Context: an optimization exercise on an open-source flow, tuned for small area and a short achievable clock period. The choices shown serve that exercise and are no tape-out recipe.
The RTL was checked by simulation tests, not by an equivalence proof against the original design.
Power figures rest on the tool's default switching activity, not on a simulated workload.

## flow/design.v (module list and top-level ports; edited modules follow where they fit)
// module gaussian_lzd: 144 lines
// module gaussian_coef: 264 lines
// module gaussian_ctg: 45 lines
// module gaussian_interp: 62 lines
// module gaussian_poly: 3815 lines
// module gaussian: 35 lines
module gaussian #(
    parameter INIT_Z1 = 64'd5030521883283424767,
    parameter INIT_Z2 = 64'd18445829279364155008,
    parameter INIT_Z3 = 64'd18436106298727503359
)
(
    input clk,
    input rstn,
    input ce,
    output valid_out,
    output [15:0] data_out
);
  // ...
==> flow/run.sh <==
#!/bin/bash
# synth_recipe.tcl (not shown) runs the flow's synth.tcl, then flattens the netlist and writes it again
# the make line also repeats each setting of config.mk as NAME=value (left out here)
make -C /OpenROAD-flow-scripts/flow DESIGN_CONFIG=/design/flow/config.mk WORK_HOME=/design/flow/orfs CLKGATE_MAP_FILE= SYNTH_SCRIPT=/design/flow/synth_recipe.tcl finish
==> flow/config.mk <==
export PLATFORM = sky130hd
export DESIGN_NAME = gaussian
export DESIGN_NICKNAME = gaussian
export VERILOG_FILES = /design/flow/design.v
export SDC_FILE = /design/flow/constraint.sdc
export NUM_CORES = 4
export LEC_CHECK = 0
export CAP_MARGIN = 20
export CORE_MARGIN = 2
export CORE_UTILIZATION = 40
export SLEW_MARGIN = 20
export SYNTH_MEMORY_MAX_BITS = 32768
==> flow/constraint.sdc <==
create_clock -name core_clock -period 8.0 [get_ports {clk}]
set_input_delay 1.6000 -clock core_clock [delete_from_list [all_inputs] [get_ports {clk}]]
set_output_delay 1.6000 -clock core_clock [all_outputs]
set_load 0.01 [all_outputs]
==> results.txt, run 1 <==
XOR/XNOR share of the synthesized area=under 10%; number of instances resized during post-cts repair=0; transition time of the tightest slew-check pin=1.358 ns; sequential portion of the cell area=slightly below 30%; highest layer used for signal routing=met5; Max Root-Sink Buffers=3; power share of the clock group=15.2%; clock sink total=729; worst reg-to-reg setup slack=3.28 ns; share of synthesized area spent on multiplexers=1.502%; Register-to-Register Path Depth=10; number of global-route vias before repair=40,055; worst slack on hold paths=0.3057 ns; main combinational cell family by area after synthesis=adder cells; run status=timing/DRC/antenna clean; share of the synthesized area in compound gates (AO/OA/AOI/OAI)=17.61%; number of different library cells in the post-synthesis netlist=a little over 80; Cell Chain, Critical Path=buf_4 -> inv_1 -> ha_1 -> buf_4 -> and2_1 -> nor3_1 -> a21oi_1 -> o22ai_1 -> o311ai_0 -> o21ai_0; remaining antenna violation count after routing=0; EDFF count, synth=0; fin area=just over 50,000 um2; wire length of the first global-routing pass=318.7 mm; Placeable Area=around 110,000 um2; combinational fraction of design power=roughly three fifths; Top Ports=20; clock tree cell share of total cell area=under 10%; Largest regs=u_gaussian_ctg.z1: 64 flops, u_gaussian_ctg.z2: 64 flops, u_gaussian_ctg.z3: 64 flops; post-route total power=25.18 mW; number of buffers inserted by hold repair at cts=0; final count of negative-setup-slack endpoints=0; chip width=342.1 um; area of the multi-input gates=~28,000 um2
==> run 2, diff against run 1 <==
--- a/flow/config.mk
+++ b/flow/config.mk
@@ -8,5 +8,6 @@
 export CAP_MARGIN = 20
 export CORE_MARGIN = 2
 export CORE_UTILIZATION = 40
+export SETUP_SLACK_MARGIN = 5.0
 export SLEW_MARGIN = 20
 export SYNTH_MEMORY_MAX_BITS = 32768
==> run 2 against run 1 <==
Against the previous run:
- critical path type unchanged
- first-iteration DRC count grew 6.4%
- sequential power is essentially flat
- largest power group unchanged
- highest routed layer unchanged
- cell area grew 6.0%
==> results.txt, run 2 <==
clock tree from TritonCTS=yes (unchanged); warnings from Yosys=5 (unchanged); most common cell after layout, fill and taps aside=sky130_fd_sc_hd__dfxtp_1 (unchanged); CTS Root Buffer Type=sky130_fd_sc_hd__clkbuf_16 (unchanged); Max-Cap Viols=0 (unchanged); antenna violations before repair=31 (was 32); number of different library cells in the post-synthesis netlist=81 (unchanged); Non-Filler Instances=6,789 (was 6,666); clock sink total=729 (unchanged); sequential cell area fraction in the yosys report=31.92% (unchanged); Net Count, Synth=5,701 (unchanged); proportion of synthesized flip-flops having asynchronous set or reset=0% (unchanged); EDFF count, synth=0 (unchanged); most numerous cell types in the synthesized netlist=sky130_fd_sc_hd__dfxtp_1 (729), sky130_fd_sc_hd__nand2_1 (446), sky130_fd_sc_hd__inv_1 (441) (unchanged); most used standard cell by instance count after synthesis=sky130_fd_sc_hd__dfxtp_1 (unchanged); clock input transition at the sequential cells of the worst setup and hold paths=0.07 ns (about the same); setup repair after global routing missed its margin=yes (was no); share of the synthesized area in compound gates (AO/OA/AOI/OAI)=17.61% (unchanged); arrival time at the worst endpoint=4.00 ns (was 5.23 ns); fillers=11,125 (was 11,286); maximum level of the CTS H-tree=3 (unchanged); routed via count=42,588 (was 41,606); portion of the clock cycle consumed by the worst path in the final layout=42.84% (was 59.03%); fin area=53,690 um2 (was 50,670 um2); switching portion of total power=47.73% (was 47.93%); share of synthesized area spent on multiplexers=1.502% (unchanged); drc violations=0 (unchanged); P_leak=22.45 nW (was 21.28 nW); Cell Chain, Critical Path=buf_12 -> clkinvlp_4 -> ha_2 -> buf_12 -> nor2_2 -> buf_4 -> nor2_1 -> a21oi_2 -> a211oi_4 -> a31oi_2 -> a211o_1 -> o211ai_1 (was buf_4 -> inv_1 -> ha_1 -> buf_4 -> and2_1 -> nor3_1 -> a21oi_1 -> o22ai_1 -> o311ai_0 -> o21ai_0); XOR/XNOR share of the synthesized area=4.542% (unchanged); cell repeated most along the worst path=sky130_fd_sc_hd__buf_12 (was sky130_fd_sc_hd__buf_4); buffering stage count on the worst path with inverters included=4 (was 3); Max-slew headroom=18.35% (was 8.490%); TritonCTS buffer count=83 (unchanged); post-detailed-route wirelength per cell=35.49 um (was 34.47 um); chip width=342.1 um (unchanged); full die area=117,000 um2 (unchanged); total of flip-flops plus latches after synthesis=729 (unchanged); height of the die=342.1 um (unchanged); overall overflow remaining after global route=0 (unchanged); dominant cells by area after synthesis=sky130_fd_sc_hd__dfxtp_1 (32%), sky130_fd_sc_hd__fa_1 (17%), sky130_fd_sc_hd__and2_1 (4.8%) (unchanged); slowest library cell on the worst path=sky130_fd_sc_hd__nor2_1 (was sky130_fd_sc_hd__and2_1); combinational fraction of design power=61.1% (was 59.9%); final count of negative-setup-slack endpoints=0 (unchanged); worst setup path class=flip-flop to flip-flop (unchanged); Post-DP HPWL=165.6 mm (was 163.8 mm); area share of the largest cell type after synthesis=31.92% (unchanged); Total Nets Final=5,726 (was 5,603); mean cell area of the mapped netlist=8.855 um2 (unchanged); post-synthesis simple-gate area fraction=16.78% (unchanged); path class of the lowest-slack min-delay path=flip-flop to flip-flop (unchanged); via count normalized by instance count=6.273 (was 6.242); Data required, critical path=8.57 ns (was 8.50 ns); number of buffers inserted by hold repair at cts=0 (unchanged); wire length of the first global-routing pass=329.6 mm (was 318.7 mm); run status=timing/DRC/antenna clean (unchanged); violation count after the first detailed-route iteration=5,615 (was 5,278); Cell Int Power=13.73 mW (was 13.11 mW); Synth Instances=5,164 (unchanged); placer's final routability congestion estimate=1.132 (was 1.144); Initial Utilization=40.15% (unchanged); relative area change from synthesis to final layout=17.42% (was 10.80%); cell type with the highest aggregate area in the netlist=sky130_fd_sc_hd__dfxtp_1 (unchanged); main combinational cell family by area after synthesis=adder cells (unchanged); Placeable Area=113,900 um2 (unchanged); transition time of the tightest slew-check pin=1.219 ns (was 1.358 ns); number of global-route vias before repair=40,976 (was 40,055); Post-Synth Adder-Cell Area=21.15% (unchanged); largest fanout on the critical path=21 (was 25); most frequent cells in the layout=sky130_fd_sc_hd__dfxtp_1 (653), sky130_fd_sc_hd__inv_1 (438), sky130_fd_sc_hd__nand2_1 (405) (was sky130_fd_sc_hd__dfxtp_1 (721), sky130_fd_sc_hd__nand2_1 (442), sky130_fd_sc_hd__inv_1 (440)); family with the most delay on the worst path=compound AO/OA/AOI/OAI gates (unchanged); Fin Setup TNS=0 ns (unchanged); aggregate routed wire length=240.9 mm (was 229.8 mm); Top Ports=20 (unchanged); remaining antenna violation count after routing=0 (unchanged); placed cell count=6,490 (was 6,489); power share of the clock group=15.0% (was 15.2%); share of post-route cells with drive strength above 1=14.92% (was 7.488%); DP Area=47,780 um2 (was 47,790 um2); combined area of all synthesized cells=45,730 um2 (unchanged); endpoint class of the critical path=flip-flop (unchanged); first-pass detailed-route iteration total=8 (unchanged); total net switching power=12.54 mW (was 12.07 mW); count of buffers inserted at the top-level ports=19 (unchanged); Max Root-Sink Buffers=3 (unchanged); maximum number of pins on one net before global-route repair=186 (was 229); clock insertion delay at the later pin of the skew report=0.71 ns (was 0.69 ns); type of origin of the critical path=flip-flop (unchanged); Highest Clock Rate=0.2918 GHz (was 0.2118 GHz); Post-synth top flop=sky130_fd_sc_hd__dfxtp_1 (unchanged); clock period minus final worst setup slack=3.428 ns (was 4.722 ns); max-slew violations=0 (unchanged); setup clock skew after layout=0.03736 ns (was 0.04905 ns); peak supply drop=245.3 uV (was 205.1 uV); sequential power share=23.9% (was 25.0%); total count of hold-check failures in the final report=0 (unchanged); Largest regs=u_gaussian_ctg.z1: 64 flops, u_gaussian_ctg.z2: 64 flops, u_gaussian_ctg.z3: 64 flops (unchanged); Core Rows=124 (unchanged); Critical Path Max Stage Delay=0.62 ns (was 0.90 ns); cell area power density=489.2 nW/um2 (was 496.9 nW/um2); overall track demand over capacity in global routing=40.48% (was 38.88%)
==> run 2: cell counts after synthesis <==
Identical to the previous run, type by type.
==> run 2: routing by layer <==
| layer | share of wire [%] | global-route usage, % |
|---|---|---|
| met1 | 39 | 50.74 |
| met2 | 39 | 55.94 |
| met3 | 12 | 17.55 |
| met4 | 8.7 | 26.92 |
| met5 | 0.082 | 1.062 |
==> run 2: what timing repair did <==
item                                   4_1_cts  5_1_grt
endpoints found under the hold margin        0        0
setup buffers                               43       78
resized for setup                          314      218
pin swaps                                   19       45
setup endpoints to repair                  193      201
cloned                                       4        1
==> run 2: path summary, 6_finish.rpt <==
| kind | depth (start not counted) | slack, ns | startpoint | to |
|---|---|---|---|---|
| max | 12 | 4.57 | u_gaussian_interp.a_off[0] | u_gaussian_interp.u_gaussian_poly.r22 |
| min reg2reg | 0 | 0.32 | u_gaussian_interp.u_gaussian_poly.r1384 | u_gaussian_interp.u_gaussian_poly.r1385 |
| max reg2reg | 12 | 4.57 | u_gaussian_interp.a_off[0] | u_gaussian_interp.u_gaussian_poly.r22 |
| min | 0 | 0.32 | u_gaussian_interp.u_gaussian_poly.r1384 | u_gaussian_interp.u_gaussian_poly.r1385 |
==> run 2: logic make-up after synthesis <==
group | after synthesis
and+or+nand+nor | 1589
buffers and inverters | 787
adders and majority gates | 534
AOI/OAI and AO/OA | 1225
DFF | 729
muxes | 66
xor gates and xnor gates | 234
==> run 2: layout make-up <==
class | count | area, um2 | area share [%]
diodes | 23 | 57.56 | 0.1072
clock buffers | 116 | 2342 | 4.362
clock inverters | 34 | 457.9 | 0.8529
inverters | 443 | 1680 | 3.130
multi-input cells | 3649 | 29510 | 54.96
flip-flops and latches | 729 | 14790 | 27.54
well taps | 1512 | 1892 | 3.523
repair buffers | 283 | 2964 | 5.520
==> run 2: metrics by stage <==
stage / util [%] / power [mW] / setup WS, ns / hold WS, ns
after detailed placement: 41.96 / 21.35 / 3.433 / 0.3121
after CTS: 45.75 / 25.75 / 4.860 / 0.3022
after global routing: 47.11 / 28.84 / 4.764 / 0.3154
final: 47.15 / 26.27 / 4.572 / 0.3194
after global placement: 41.94 / 21.09 / 3.490 / 0.3103
after floorplan: - / 16.12 / 5.015 / 0.3096
==> run 2: power by group through the flow <==
stage          clock (mW)  sequential, mW  combinational (mW)
2_1_floorplan           0            5.72                10.4
5_1_grt              4.16            6.40                18.3
3_3_place_gp            0            6.35                14.7
6_report             3.95            6.27                16.0
4_1_cts              4.04            6.31                15.4
3_5_place_dp            0            6.36                15.0

## port drivers added, routing unchanged
In the flow no input, the clock included, has a driving cell. The finished layouts below were timed again as built, in two steps. Step 1 sets driving cells, clkbuf_16 on the clock port and buf_2 on the other inputs (assumed; they add their load-dependent delay and slew). Step 2 moves the port delays by t, midway between the first and last clock arrival at a register: inputs arrive t later, outputs are due t later. That takes back most of the time a late clock gives input paths. a / b / c = ideal ports / drivers / drivers and shift; a / b = the first two.
| run | t, ns | slack for setup (ns) | worst hold slack (ns) |
|---|---|---|---|
| run 1 | 0.743 | 3.278 / 3.278 / 3.278 | 0.306 / 0.306 / 0.306 |
| run 2 | 0.770 | 4.572 / 4.572 / 4.572 | 0.319 / 0.319 / 0.319 |
After both steps every run listed still meets setup and hold.
